What follows belongs to an exercise in optimizing a design on an open flow for small area, a short achievable clock period and few clock cycles per item; a production flow would make more cautious choices. The RTL was checked by simulation tests, not by an equivalence proof against the original design. Power figures rest on the tool's default switching activity, not on a simulated workload.

==> run a: inputs <==
// processor
module processor(
    input logic [15:0] INSTRin,
    input logic reset,
    input logic clk,
    input logic run,
    output logic done,
    output logic [15:0] r0_out, r1_out, a_out, r_out
);
    logic [1:0]  II;
    logic        M, X, Y, is_mul, is_sub, is_as;
    logic [15:0] rx, op2, b, sum;
    logic [7:0]  one, two, neg;
    assign II = INSTRin[15:14];
    assign M  = INSTRin[13];
    assign X  = INSTRin[12];
    assign Y  = INSTRin[0];
    assign is_mul = II == 2'b11;
    assign is_sub = II == 2'b10;
    assign is_as  = II == 2'b01 || II == 2'b10;
    assign rx  = X ? r1_out : r0_out;
    assign op2 = M ? {{4{INSTRin[11]}}, INSTRin[11:0]} : (Y ? r1_out : r0_out);
    assign b   = is_as ? rx : 16'h0;
    logic [7:0] one0, two0, neg0, one1, two1, neg1;
    logic [16:0] r0e, r1e;
    assign r0e = {r0_out, 1'b0};
    assign r1e = {r1_out, 1'b0};
    always_comb begin
        for (int j = 0; j < 8; j++) begin
            one0[j] = r0e[2*j+1] ^ r0e[2*j];
            two0[j] = (r0e[2*j+2] & ~r0e[2*j+1] & ~r0e[2*j]) | (~r0e[2*j+2] & r0e[2*j+1] & r0e[2*j]);
            neg0[j] = r0e[2*j+2];
            one1[j] = r1e[2*j+1] ^ r1e[2*j];
            two1[j] = (r1e[2*j+2] & ~r1e[2*j+1] & ~r1e[2*j]) | (~r1e[2*j+2] & r1e[2*j+1] & r1e[2*j]);
            neg1[j] = r1e[2*j+2];
            if (is_mul) begin
                one[j] = X ? one1[j] : one0[j];
                two[j] = X ? two1[j] : two0[j];
                neg[j] = X ? neg1[j] : neg0[j];
            end else begin
                one[j] = (j == 0);
                two[j] = 1'b0;
                neg[j] = (j == 0) & is_sub;
            end
        end
    end
    logic c10;
    logic c100;
    logic c102;
    logic c104;
    logic c106;
  ...
export LEC_CHECK = 0
export CAP_MARGIN = 20
export CORE_MARGIN = 2
export CORE_UTILIZATION = 60
export CTS_BUF_LIST = sky130_fd_sc_hd__clkbuf_4
export SETUP_SLACK_MARGIN = 1.5
export SLEW_MARGIN = 20
create_clock -name core_clock -period 8.0 [get_ports {clk}]
standard.sh (not shown) runs the stock make flow with config.mk's settings and CLKGATE_MAP_FILE= SYNTH_SCRIPT=/design/flow/synth_recipe.tcl, a recipe that flattens the netlist after the stock synthesis.
==> flow/flow/run.sh <==
#!/bin/bash
# The standard layout (standard.sh, with its standard synthesis), except
# that the port buffers are inserted as sky130_fd_sc_hd__buf_1 cells.
set -euo pipefail
export BUFFER_PORTS_ARGS="-buffer_cell sky130_fd_sc_hd__buf_1"
bash standard.sh > standard_flow.log 2>&1
==> run b (differences from run a) <==
==> flow/run.sh (new file) <==
#!/bin/bash
# synth_recipe.tcl (not shown) runs the flow's synth.tcl, then flattens the netlist and writes it again
# the make line also repeats each setting of config.mk as NAME=value (left out here)
make -C /OpenROAD-flow-scripts/flow DESIGN_CONFIG=/design/flow/config.mk WORK_HOME=/design/flow/orfs CLKGATE_MAP_FILE= SYNTH_SCRIPT=/design/flow/synth_recipe.tcl finish
- CTS_BUF_LIST: sky130_fd_sc_hd__clkbuf_4 -> default
removed: flow/flow/run.sh
removed: flow/standard.sh
==> results.cfg <==
[run_status]
status = timing/DRC/antenna clean

[setup_path]
cp_common_cell = fa_1
arrival_ns = 6.64
crit_end = r_out[15]
path_depth = 16

[sta]
fmax_mhz = 158

[power_and_ir_drop]
p_leak_nw = 3.00

[clock_tree]
clk_latency_ns = 0.41
# the run above: run a

==> results.cfg <==
[run_status]
status = timing/DRC/antenna clean

[detailed_routing]
wl_um = 21500

[clock_tree]
cts_tree = built
clk_latency_ns = 0.34

[sta]
finalMaxSlewViolations = 0
fmax_mhz = 157

[synthesis]
synth_xor_area_share_pct = 16.0

[hold_path]
whs_path_depth = 2

[setup_path]
reg2reg_to = r1_out[15]
crit_end = r1_out[15]
cp_common_cell = xnor2_1
arrival_ns = 6.61

[global_route]
grt_overflow = 0
# the run above: run b

Testbench counts of run a, summed over its fixed seeds: cycles 4,800, instructions 4,800.
Testbench counts of run b, summed over its fixed seeds: cycles 4,800, instructions 4,800.

* * *

==> inputs of run C <==
processor, a different RTL version from the one above (not shown whole).
clock: 8.0 ns
lec_check: 0
cap_margin: 20
core_margin: 2
core_utilization: 60
setup_slack_margin: 2
slew_margin: 20
synth_hierarchical: 1
synth_minimum_keep_size: 0
==> flow/flow/run.sh <==
#!/bin/bash
# The standard layout (standard.sh, with its standard synthesis), except
# that the port buffers are inserted as sky130_fd_sc_hd__buf_1 cells.
set -euo pipefail
export BUFFER_PORTS_ARGS="-buffer_cell sky130_fd_sc_hd__buf_1"
bash standard.sh > standard_flow.log 2>&1
==> inputs of run M, as changes to run C <==
Settings changed: SETUP_SLACK_MARGIN 2 to 2.5, TNS_END_PERCENT set to 0.
==> inputs of run E, as changes to run C <==
--- a/flow/design.v
+++ b/flow/design.v
@@ -17,30 +17,22 @@
     assign Y  = INSTRin[0];
     assign is_mul = II == 2'b11;
     assign is_sub = II == 2'b10;
     assign is_as  = II == 2'b01 || II == 2'b10;
     assign rx  = X ? r1_out : r0_out;
     assign op2 = M ? {{4{INSTRin[11]}}, INSTRin[11:0]} : (Y ? r1_out : r0_out);
     assign b   = is_as ? rx : 16'h0;
-    logic [7:0] one0, two0, neg0, one1, two1, neg1;
-    logic [16:0] r0e, r1e;
-    assign r0e = {r0_out, 1'b0};
-    assign r1e = {r1_out, 1'b0};
+    logic [16:0] rxe;
+    assign rxe = {rx, 1'b0};
     always_comb begin
         for (int j = 0; j < 8; j++) begin
-            one0[j] = r0e[2*j+1] ^ r0e[2*j];
-            two0[j] = (r0e[2*j+2] & ~r0e[2*j+1] & ~r0e[2*j]) | (~r0e[2*j+2] & r0e[2*j+1] & r0e[2*j]);
-            neg0[j] = r0e[2*j+2];
-            one1[j] = r1e[2*j+1] ^ r1e[2*j];
-            two1[j] = (r1e[2*j+2] & ~r1e[2*j+1] & ~r1e[2*j]) | (~r1e[2*j+2] & r1e[2*j+1] & r1e[2*j]);
-            neg1[j] = r1e[2*j+2];
             if (is_mul) begin
-                one[j] = X ? one1[j] : one0[j];
-                two[j] = X ? two1[j] : two0[j];
-                neg[j] = X ? neg1[j] : neg0[j];
+                one[j] = rxe[2*j+1] ^ rxe[2*j];
+                two[j] = (rxe[2*j+2] & ~rxe[2*j+1] & ~rxe[2*j]) | (~rxe[2*j+2] & rxe[2*j+1] & rxe[2*j]);
+                neg[j] = rxe[2*j+2];
             end else begin
                 one[j] = (j == 0);
                 two[j] = 1'b0;
                 neg[j] = (j == 0) & is_sub;
             end
         end
     end
@@ -426,13 +418,19 @@
 module add2(input logic a, b, output logic s, co);
     assign s  = a ^ b;
     assign co = a & b;
 endmodule
 module xor3m(input logic a, b, c, output logic s);
     assign s = a ^ b ^ c;
 endmodule
+module aoi21(input logic a, b, c, output logic o);
+    assign o = ~(a | (b & c));
+endmodule
+module oai21(input logic a, b, c, output logic o);
+    assign o = ~(a & (b | c));
+endmodule
 module ao21(input logic g, p, c, output logic o);
     assign o = g | (p & c);
 endmodule
 module cpa(input logic [15:0] a, b, output logic [15:0] s);
     assign s = a + b;
 endmodule
Settings changed: SETUP_SLACK_MARGIN 2 to 2.5, TNS_END_PERCENT set to 0.
==> results.txt <==
|  | run C | run M | run E |
|---|---|---|---|
| Initial standard-cell utilization of the core | 61.29% | 61.29% | 62.11% |
| Final instance count without filler cells | 944 | 949 | 872 |
| Instance count of the mapped netlist | 750 | 750 | 670 |
| Result of the run | finished clean | finished clean | finished clean |
| Min Tclk post-route | 5887 ps | 5809 ps | 5993 ps |
| Layout buffering overhead excluding clock cells | 7.828% | 7.919% | 7.569% |
| Power in the clock group | 0.300 mW | 0.271 mW | 0.272 mW |
| Internal power | 1.127 mW | 1.079 mW | 1.043 mW |
| IR Drop Worst-Case VDD | 0.4664 mV | 0.2432 mV | 0.4597 mV |
| Post-Route Utilization | 69.60% | 69.68% | 71.89% |
| Fraction of layout instances using a drive strength above 1 | 14.05% | 15.82% | 15.97% |
| Combinational power share | 62.7% | 64.0% | 63.2% |
| Clock distribution area overhead in the final layout | 2.765% | 2.396% | 2.770% |
| Worst path depth | 16 | 16 | 15 |
| Horizontal die dimension | 109 um | 109 um | 105.1 um |
| Peak fanout along the critical path | 30 | 7 | 13 |
| Well tap count | 140 | 140 | 133 |
| Hold Crit Start | a_out[6] | r_out[4] | r_out[4] |
| Via count of the first global-routing pass | 5,820 | 5,549 | 5,301 |
| Worst Setup Slack, final | 2113 ps | 2191 ps | 2007 ps |
| Critical path buffers and inverters | 1 | 3 | 1 |
| Placement Setup Slack | 848.3 ps | 1215 ps | 959.1 ps |
Testbench counts of run C, summed over its fixed seeds: cycles 4,800, instructions 4,800.
Testbench counts of run M, summed over its fixed seeds: cycles 4,800, instructions 4,800.
Testbench counts of run E, summed over its fixed seeds: cycles 4,800, instructions 4,800.

[static timing again, ports no longer ideal]
The results above use ideal ports. As a check the final layouts listed here were re-extracted and re-timed, cells and wires unchanged.
Step 1 sets driving cells, clkbuf_16 on the clock port and buf_2 on the other inputs (assumed; they add their load-dependent delay and slew).
Step 2, shift: input delay + t, output delay - t, t = (earliest + latest rising clock arrival at the registers) / 2. This alone moves slack from input paths to output paths.
Three values: ideal ports, drivers, drivers and shift; two values: the first two.
run	t, ns	setup slack, ns	latest minus earliest clock arrival (ns)	cell pins on the clock port's net
run a	0.436	1.683 / 1.685 / 1.249	0.011 / 0.011	1
run b	0.371	1.639 / 1.645 / 1.273	0.005 / 0.005	1
run C	0.368	2.113 / 2.102 / 1.733	0.008 / 0.007	1
run M	0.408	2.191 / 2.120 / 1.711	0.015 / 0.015	1
run E	0.360	2.007 / 1.942 / 1.582	0.008 / 0.009	1
After both steps every run listed still meets setup and hold. The setup slack of run M, which loses most, moves by -0.071 ns with the drivers and by -0.480 ns with both steps.
